This is an optimization exercise on Yosys and OpenROAD, whose aim is small area and a short achievable clock period, not a production implementation.
At most, simulation tests tie the RTL to the original design; equivalence was not proved.
No activity file was given, so power comes from the tool's default toggle rates.

== old ==
==> flow/design.v <==
`timescale 1ns / 1ps
module Processor(
    input wire clk,
    input wire reset,
    input wire [15:0] instruction,
    input wire [31:0] data_in,
    output reg [31:0] pc,
    output wire [9:0] addr,
    output wire [31:0] data_out
    );
function [31:0] rev32(input [31:0] x);
    integer n;
    begin
        for (n = 0; n < 32; n = n + 1) rev32[n] = x[31-n];
    end
endfunction
reg [15:0] i1;
reg [4:0]  op2;
reg [2:0]  a2;
reg [1:0]  c2;
reg [7:0]  v2;
reg        sub2, st2;
reg [31:0] opA, opB;
reg [31:0] res3;
reg [2:0]  d3;
reg        we3, l3, n3;
reg [31:0] R [0:7];
wire isN   = (op2 == 5'd1);
wire isL   = (op2 == 5'd16);
wire isADD = (op2 == 5'd3);
wire isAND = (op2 == 5'd7);
wire isOR  = (op2 == 5'd8);
wire isXOR = (op2 == 5'd9);
wire isNAND= (op2 == 5'd10);
wire isNOR = (op2 == 5'd11);
wire isXNOR= (op2 == 5'd12);
wire isSHR = (op2 == 5'd13);
wire isSRA = (op2 == 5'd14);
wire isSHL = (op2 == 5'd15);
wire isLDC = (op2 == 5'd17);
wire isJA  = (op2 == 5'd19);
wire isJ0  = (op2 == 5'd20);
wire isJC1 = (op2 == 5'd21);
wire isJC2 = (op2 == 5'd22);
wire we    = (op2 >= 5'd3) && (op2 <= 5'd17);
wire [31:0] bb = opB ^ {32{sub2}};
wire [31:0] ap = opA ^ bb;
wire [31:0] ag = opA & bb;
reg [31:0] G [0:5];
reg [31:0] P [0:5];
integer l, i, j;
always @(*) begin
    G[0] = ag;
    P[0] = ap;
    G[0][0] = ag[0] | (ap[0] & sub2);
    for (l = 0; l < 5; l = l + 1) begin
        G[l+1] = G[l];
        P[l+1] = P[l];
        for (i = 0; i < 32; i = i + 1) begin
            if (i[l]) begin
                j = ((i >> l) << l) - 1;
                G[l+1][i] = G[l][i] | (P[l][i] & G[l][j]);
                P[l+1][i] = P[l][i] & P[l][j];
            end
        end
    end
end
wire [31:0] sum = ap ^ {G[5][30:0], sub2};
wire lu_g   = isAND | isOR | isNAND | isNOR;
wire lu_p   = isOR | isXOR | isNOR | isXNOR;
wire lu_inv = isNAND | isNOR | isXNOR;
wire [31:0] lu = (({32{lu_g}} & ag) | ({32{lu_p}} & ap)) ^ {32{lu_inv & nr}};
wire fill = isSRA & opA[31];
wire [31:0] s0 = v2[0] ? {fill, opA[31:1]} : opA;
wire [31:0] s1 = v2[1] ? {{2{fill}}, s0[31:2]} : s0;
wire [31:0] s2 = v2[2] ? {{4{fill}}, s1[31:4]} : s1;
wire [31:0] s3 = v2[3] ? {{8{fill}}, s2[31:8]} : s2;
wire [31:0] s4 = v2[4] ? {{16{fill}}, s3[31:16]} : s3;
wire [31:0] sh = v2[5] ? {32{fill}} : s4;
wire nr = ~reset;
wire [31:0] ex_res =
      ({32{(isADD | sub2) & nr}} & sum)
    | ({32{nr}} & lu)
    | ({32{(isSHR | isSRA) & nr}} & sh)
    | ({32{isSHL & nr}}  & rev32(sh))
    | ({32{isLDC & nr}}  & {opA[31:8], v2});
reg cond_ok;
always @(*) begin
    case (c2)
        2'd0: cond_ok = opA[31];
        2'd1: cond_ok = ~opA[31];
        2'd2: cond_ok = (opA == 32'd0);
        default: cond_ok = (opA != 32'd0);
    endcase
end
wire update_pc = isJA | isJ0 | ((isJC1 | isJC2) & cond_ok);
wire [31:0] pc_new = ({32{isJA}} & opA) | ({32{isJC1}} & opB)
                   | ({32{isJC2}} & {26'd0, v2[5:0]});
assign addr     = {10{st2}} & opA[9:0];
assign data_out = {32{st2}} & opB;
wire [31:0] wb_val = l3 ? data_in : res3;
wire [1:0] cls = i1[15:14];
wire [4:0] f   = i1[13:9];
wire c_alu = (cls == 2'b01);
wire c_ls  = (cls == 2'b10);
wire c_j   = (cls == 2'b11);
wire shft  = (f == 5'd13) | (f == 5'd14) | (f == 5'd15);
wire [2:0] lk = i1[13:11];
wire [1:0] jk = i1[13:12];
wire T_alu2 = c_alu & ~shft;
reg [4:0] rop;
always @(*) begin
    rop = 5'd0;
    case (cls)
        2'b01:
            case (f)
                5'd3, 5'd4: rop = 5'd3;
                5'd5, 5'd6: rop = 5'd5;
                5'd1, 5'd7, 5'd8, 5'd9, 5'd10, 5'd11, 5'd12, 5'd13, 5'd14,
                5'd15, 5'd16, 5'd17, 5'd18, 5'd19, 5'd21, 5'd22: rop = f;
                5'd20: rop = 5'd19;
                default: rop = 5'd0;
            endcase
        2'b10:
            case (lk)
                3'd0: rop = 5'd16;
                3'd1: rop = 5'd17;
                3'd2: rop = 5'd18;
                default: rop = 5'd0;
            endcase
        2'b11:
            case (jk)
                2'd0: rop = 5'd19;
                2'd1: rop = 5'd20;
                2'd2: rop = i1[11] ? 5'd0 : 5'd21;
                default: rop = i1[11] ? 5'd0 : 5'd22;
            endcase
        default: rop = (f == 5'd1) ? 5'd1 : 5'd0;
    endcase
end
wire [2:0] raddr = c_alu ? i1[8:6] : c_ls ? i1[10:8] : 3'd0;
wire [1:0] rcond = c_j ? i1[10:9] : 2'd0;
wire [7:0] rval  = {c_ls ? i1[7:6] : 2'b00, T_alu2 ? 6'd0 : i1[5:0]};
function [2:0] srcA(input [15:0] w);
    begin
        if (w[15:14] == 2'b01)
            srcA = ((w[13:9] == 5'd13) | (w[13:9] == 5'd14) | (w[13:9] == 5'd15))
                   ? w[8:6] : w[5:3];
        else if (w[15:14] == 2'b10)
            srcA = w[10:8];
        else if (w[13:12] == 2'd0)
            srcA = w[2:0];
        else
            srcA = w[8:6];
    end
endfunction
function [4:0] hazard(input [15:0] w, input [2:0] a, input n2, input l2,
                      input [2:0] d, input n3, input l3);
    reg alu, sh, t_sh, t_alu2, t_1, t_2, ls, jp;
    reg ae86, ae53, ae108, ae20, aw86, aw53, aw108, aw20;
    reg mAe, mAw, mBe, mBw;
    begin
        alu = (w[15:14] == 2'b01);
        ls  = (w[15:14] == 2'b10);
        jp  = (w[15:14] == 2'b11);
        sh  = (w[13:9] == 5'd13) | (w[13:9] == 5'd14) | (w[13:9] == 5'd15);
        t_sh   = alu & sh;
        t_alu2 = alu & ~sh;
        t_1 = (ls & (w[13:11] == 3'd1)) | (jp & (w[13:12] == 2'd0))
            | (jp & (w[13:12] == 2'd3));
        t_2 = (ls & (w[13:11] == 3'd2)) | (jp & (w[13:12] == 2'd2));
        ae86 = (w[8:6] == a);  aw86 = (w[8:6] == d);
        ae53 = (w[5:3] == a);  aw53 = (w[5:3] == d);
        ae108 = (w[10:8] == a); aw108 = (w[10:8] == d);
        ae20 = (w[2:0] == a);  aw20 = (w[2:0] == d);
        if (alu) begin
            mAe = sh ? ae86 : ae53;
            mAw = sh ? aw86 : aw53;
        end else if (ls) begin
            mAe = ae108;
            mAw = aw108;
        end else if (w[13:12] == 2'd0) begin
            mAe = ae20;
            mAw = aw20;
        end else begin
            mAe = ae86;
            mAw = aw86;
        end
        mBe = ae20;
        mBw = aw20;
        hazard[4] = l2 & (((t_sh | t_1) & mAe) | (t_alu2 & (mAe | mBe))
                        | (t_2 & (mAe | (~mAw & mBe))));
        hazard[3] = ((t_sh | t_alu2) & mAe & ~n2) | ((t_1 | t_2) & mAe);
        hazard[2] = (t_alu2 & ~mAe & mBe & ~n2) | (t_2 & ~mAe & ~mAw & mBe);
        hazard[1] = (t_sh & ~mAe & mAw & (l3 | ~n2))
                  | (t_alu2 & ~mAe & ~mBe & mAw & (l3 | ~n3))
                  | ((t_1 | t_2) & ~mAe & mAw);
        hazard[0] = (t_alu2 & ~mAe & ~mBe & ~mAw & mBw & (l3 | ~n2))
                  | (t_2 & ~mAe & ~mAw & ~mBe & mBw);
    end
endfunction
reg [7:0] selA, selB;   
reg freeze, fAe, fBe, fAw, fBw;
wire [2:0] d3n = we ? a2 : 3'd0;
wire [4:0] hz_load = hazard(instruction, raddr, rop == 5'd1, rop == 5'd16,
                            d3n, isN, isL);
wire [4:0] hz_hold = hazard(i1, 3'd0, 1'b1, 1'b0, a2, 1'b0, 1'b1);
reg [31:0] rfA, rfB;
integer q;
always @(*) begin
    rfA = 32'd0; rfB = 32'd0;
    for (q = 0; q < 8; q = q + 1) begin
        rfA = rfA | ({32{selA[q]}} & R[q]);
        rfB = rfB | ({32{selB[q]}} & R[q]);
    end
end
wire [31:0] a_src = fAe ? ex_res : (fAw ? wb_val : rfA);
wire [31:0] b_src = fBe ? ex_res : (fBw ? wb_val : rfB);
wire rshl = (rop == 5'd15);
wire kill = reset | update_pc;
always @(posedge clk) begin
    if (reset)
        pc <= 32'd0;
    else if (update_pc)
        pc <= pc_new;
    else if (!freeze)
        pc <= pc + 32'd1;
    if (kill)
        i1[15:9] <= 7'b0000001;
    else if (!freeze)
        i1[15:9] <= instruction[15:9];
    if (!freeze) begin
        i1[8:0] <= instruction[8:0];
        selA <= 8'd1 << srcA(instruction);
        selB <= 8'd1 << instruction[2:0];
    end
    if (kill)
        {freeze, fAe, fBe, fAw, fBw} <= 5'd0;
    else if (freeze)
        {freeze, fAe, fBe, fAw, fBw} <= hz_hold;
    else
        {freeze, fAe, fBe, fAw, fBw} <= hz_load;
    if (kill | freeze) begin
        op2  <= 5'd1;
        a2   <= 3'd0;
        sub2 <= 1'b0;
        st2  <= 1'b0;
    end else begin
        op2  <= rop;
        a2   <= raddr;
        sub2 <= (rop == 5'd5);
        st2  <= (rop == 5'd18);
    end
    c2  <= rcond;
    v2  <= rval;
    opA <= rshl ? rev32(a_src) : a_src;
    opB <= b_src;
    res3 <= ex_res;
    d3   <= (we & nr) ? a2 : 3'd0;
    we3  <= we & nr;
    l3   <= isL & nr;
    n3   <= isN & nr;
end
integer k;
always @(posedge clk) begin
    if (reset) begin
        for (k = 0; k < 8; k = k + 1) R[k] <= 32'd0;
    end else if (we3) begin
        R[d3] <= wb_val;
    end
end
endmodule
make LEC_CHECK=0 CAP_MARGIN=20 CORE_MARGIN=2 CORE_UTILIZATION=40 PLACE_DENSITY=0.6 SETUP_SLACK_MARGIN=3.0 SLEW_MARGIN=20 finish   # period 6.5 ns
run.sh (not shown) runs the stock make flow with config.mk's settings and CLKGATE_MAP_FILE= SYNTH_SCRIPT=/design/flow/synth_recipe.tcl, a recipe that flattens the netlist after the stock synthesis.
diff inputs: old => new
-- flow/design.v --
<<< old, line 39
wire isSHL = (op2 == 5'd15);
wire isLDC = (op2 == 5'd17);
wire isJA  = (op2 == 5'd19);
wire isJ0  = (op2 == 5'd20);
>>> new, line 39
wire isSHL = (op2 == 5'd15);
wire isLDC = (op2 == 5'd17);
wire isST  = (op2 == 5'd18);
wire isJA  = (op2 == 5'd19);
wire isJ0  = (op2 == 5'd20);
<<< old, line 44
wire isJC2 = (op2 == 5'd22);
wire we    = (op2 >= 5'd3) && (op2 <= 5'd17);
wire [31:0] bb = opB ^ {32{sub2}};
wire [31:0] ap = opA ^ bb;
wire [31:0] ag = opA & bb;
reg [31:0] G [0:5];
reg [31:0] P [0:5];
integer l, i, j;
always @(*) begin
    G[0] = ag;
    P[0] = ap;
    G[0][0] = ag[0] | (ap[0] & sub2);
    for (l = 0; l < 5; l = l + 1) begin
        G[l+1] = G[l];
        P[l+1] = P[l];
        for (i = 0; i < 32; i = i + 1) begin
            if (i[l]) begin
                j = ((i >> l) << l) - 1;
                G[l+1][i] = G[l][i] | (P[l][i] & G[l][j]);
                P[l+1][i] = P[l][i] & P[l][j];
            end
        end
    end
end
wire [31:0] sum = ap ^ {G[5][30:0], sub2};
wire lu_g   = isAND | isOR | isNAND | isNOR;
wire lu_p   = isOR | isXOR | isNOR | isXNOR;
wire lu_inv = isNAND | isNOR | isXNOR;
wire [31:0] lu = (({32{lu_g}} & ag) | ({32{lu_p}} & ap)) ^ {32{lu_inv & nr}};
wire fill = isSRA & opA[31];
wire [31:0] s0 = v2[0] ? {fill, opA[31:1]} : opA;
>>> new, line 45
wire isJC2 = (op2 == 5'd22);
wire we    = (op2 >= 5'd3) && (op2 <= 5'd17);
wire [32:0] sum33 = {opA, 1'b1} + {opB ^ {32{sub2}}, sub2};
wire [31:0] sum = sum33[32:1];
wire [31:0] lg = opA & opB;
wire [31:0] lo = opA | opB;
wire [31:0] lx = opA ^ opB;
wire fill = isSRA & opA[31];
wire [31:0] s0 = v2[0] ? {fill, opA[31:1]} : opA;
<<< old, line 81
wire [31:0] ex_res =
      ({32{(isADD | sub2) & nr}} & sum)
    | ({32{nr}} & lu)
    | ({32{(isSHR | isSRA) & nr}} & sh)
    | ({32{isSHL & nr}}  & rev32(sh))
>>> new, line 60
wire [31:0] ex_res =
      ({32{(isADD | sub2) & nr}} & sum)
    | ({32{isAND & nr}}  & lg)
    | ({32{isOR & nr}}   & lo)
    | ({32{isXOR & nr}}  & lx)
    | ({32{isNAND & nr}} & ~lg)
    | ({32{isNOR & nr}}  & ~lo)
    | ({32{isXNOR & nr}} & ~lx)
    | ({32{(isSHR | isSRA) & nr}} & sh)
    | ({32{isSHL & nr}}  & rev32(sh))
<<< old, line 200
    end
endfunction
reg [7:0] selA, selB;   
reg freeze, fAe, fBe, fAw, fBw;
wire [2:0] d3n = we ? a2 : 3'd0;
>>> new, line 184
    end
endfunction
reg [2:0] sA1;
reg freeze, fAe, fBe, fAw, fBw;
wire [2:0] d3n = we ? a2 : 3'd0;
<<< old, line 206
                            d3n, isN, isL);
wire [4:0] hz_hold = hazard(i1, 3'd0, 1'b1, 1'b0, a2, 1'b0, 1'b1);
reg [31:0] rfA, rfB;
integer q;
always @(*) begin
    rfA = 32'd0; rfB = 32'd0;
    for (q = 0; q < 8; q = q + 1) begin
        rfA = rfA | ({32{selA[q]}} & R[q]);
        rfB = rfB | ({32{selB[q]}} & R[q]);
    end
end
wire [31:0] a_src = fAe ? ex_res : (fAw ? wb_val : rfA);
wire [31:0] b_src = fBe ? ex_res : (fBw ? wb_val : rfB);
wire rshl = (rop == 5'd15);
wire kill = reset | update_pc;
>>> new, line 190
                            d3n, isN, isL);
wire [4:0] hz_hold = hazard(i1, 3'd0, 1'b1, 1'b0, a2, 1'b0, 1'b1);
wire [31:0] a_src = fAe ? ex_res : (fAw ? wb_val : R[sA1]);
wire [31:0] b_src = fBe ? ex_res : (fBw ? wb_val : R[i1[2:0]]);
wire rshl = (rop == 5'd15);
wire kill = reset | update_pc;
<<< old, line 232
    if (!freeze) begin
        i1[8:0] <= instruction[8:0];
        selA <= 8'd1 << srcA(instruction);
        selB <= 8'd1 << instruction[2:0];
    end
    if (kill)
>>> new, line 207
    if (!freeze) begin
        i1[8:0] <= instruction[8:0];
        sA1 <= srcA(instruction);
    end
    if (kill)
new did not stop at any stage, and its layout met the timing, DRC and antenna checks. Cell area: new worse than old. On new: via count is 467 higher than what old gave. Share of the final layout cell area in sequential cells ended up 3.8 points lower on new than on old. Delta(relative contribution of the clock network to total power, new - old) < 0. As far as wire length is concerned, old and new perform about the same. From old to new the numbers moved as follows: layout buffer count excluding clock buffers went down; power consumption went up.
Function not checked in new: the RTL went through the layout flow alone.

## separate check: timing with driven ports
The results above use ideal ports. As a check the final layouts listed here were re-extracted and re-timed, cells and wires unchanged.
Step 1: set_driving_cell puts a clkbuf_16 on clk and a buf_2 on each other input, an assumption about the parent block.
Step 2 moves the port delays by t, midway between the first and last clock arrival at a register: inputs arrive t later, outputs are due t later. That takes back most of the time a late clock gives input paths.
Three values: ideal ports, drivers, drivers and shift; two values: the first two.
run	t (ns)	setup slack, ns	worst setup path after step 2
old	0.643	2.892 / 2.892 / 2.433	input to register
new	0.648	3.060 / 3.035 / 2.468	input to register
After both steps every run listed still meets setup and hold. For new, which loses most, drivers alone change the setup slack by -0.025 ns; drivers and shift together by -0.592 ns.
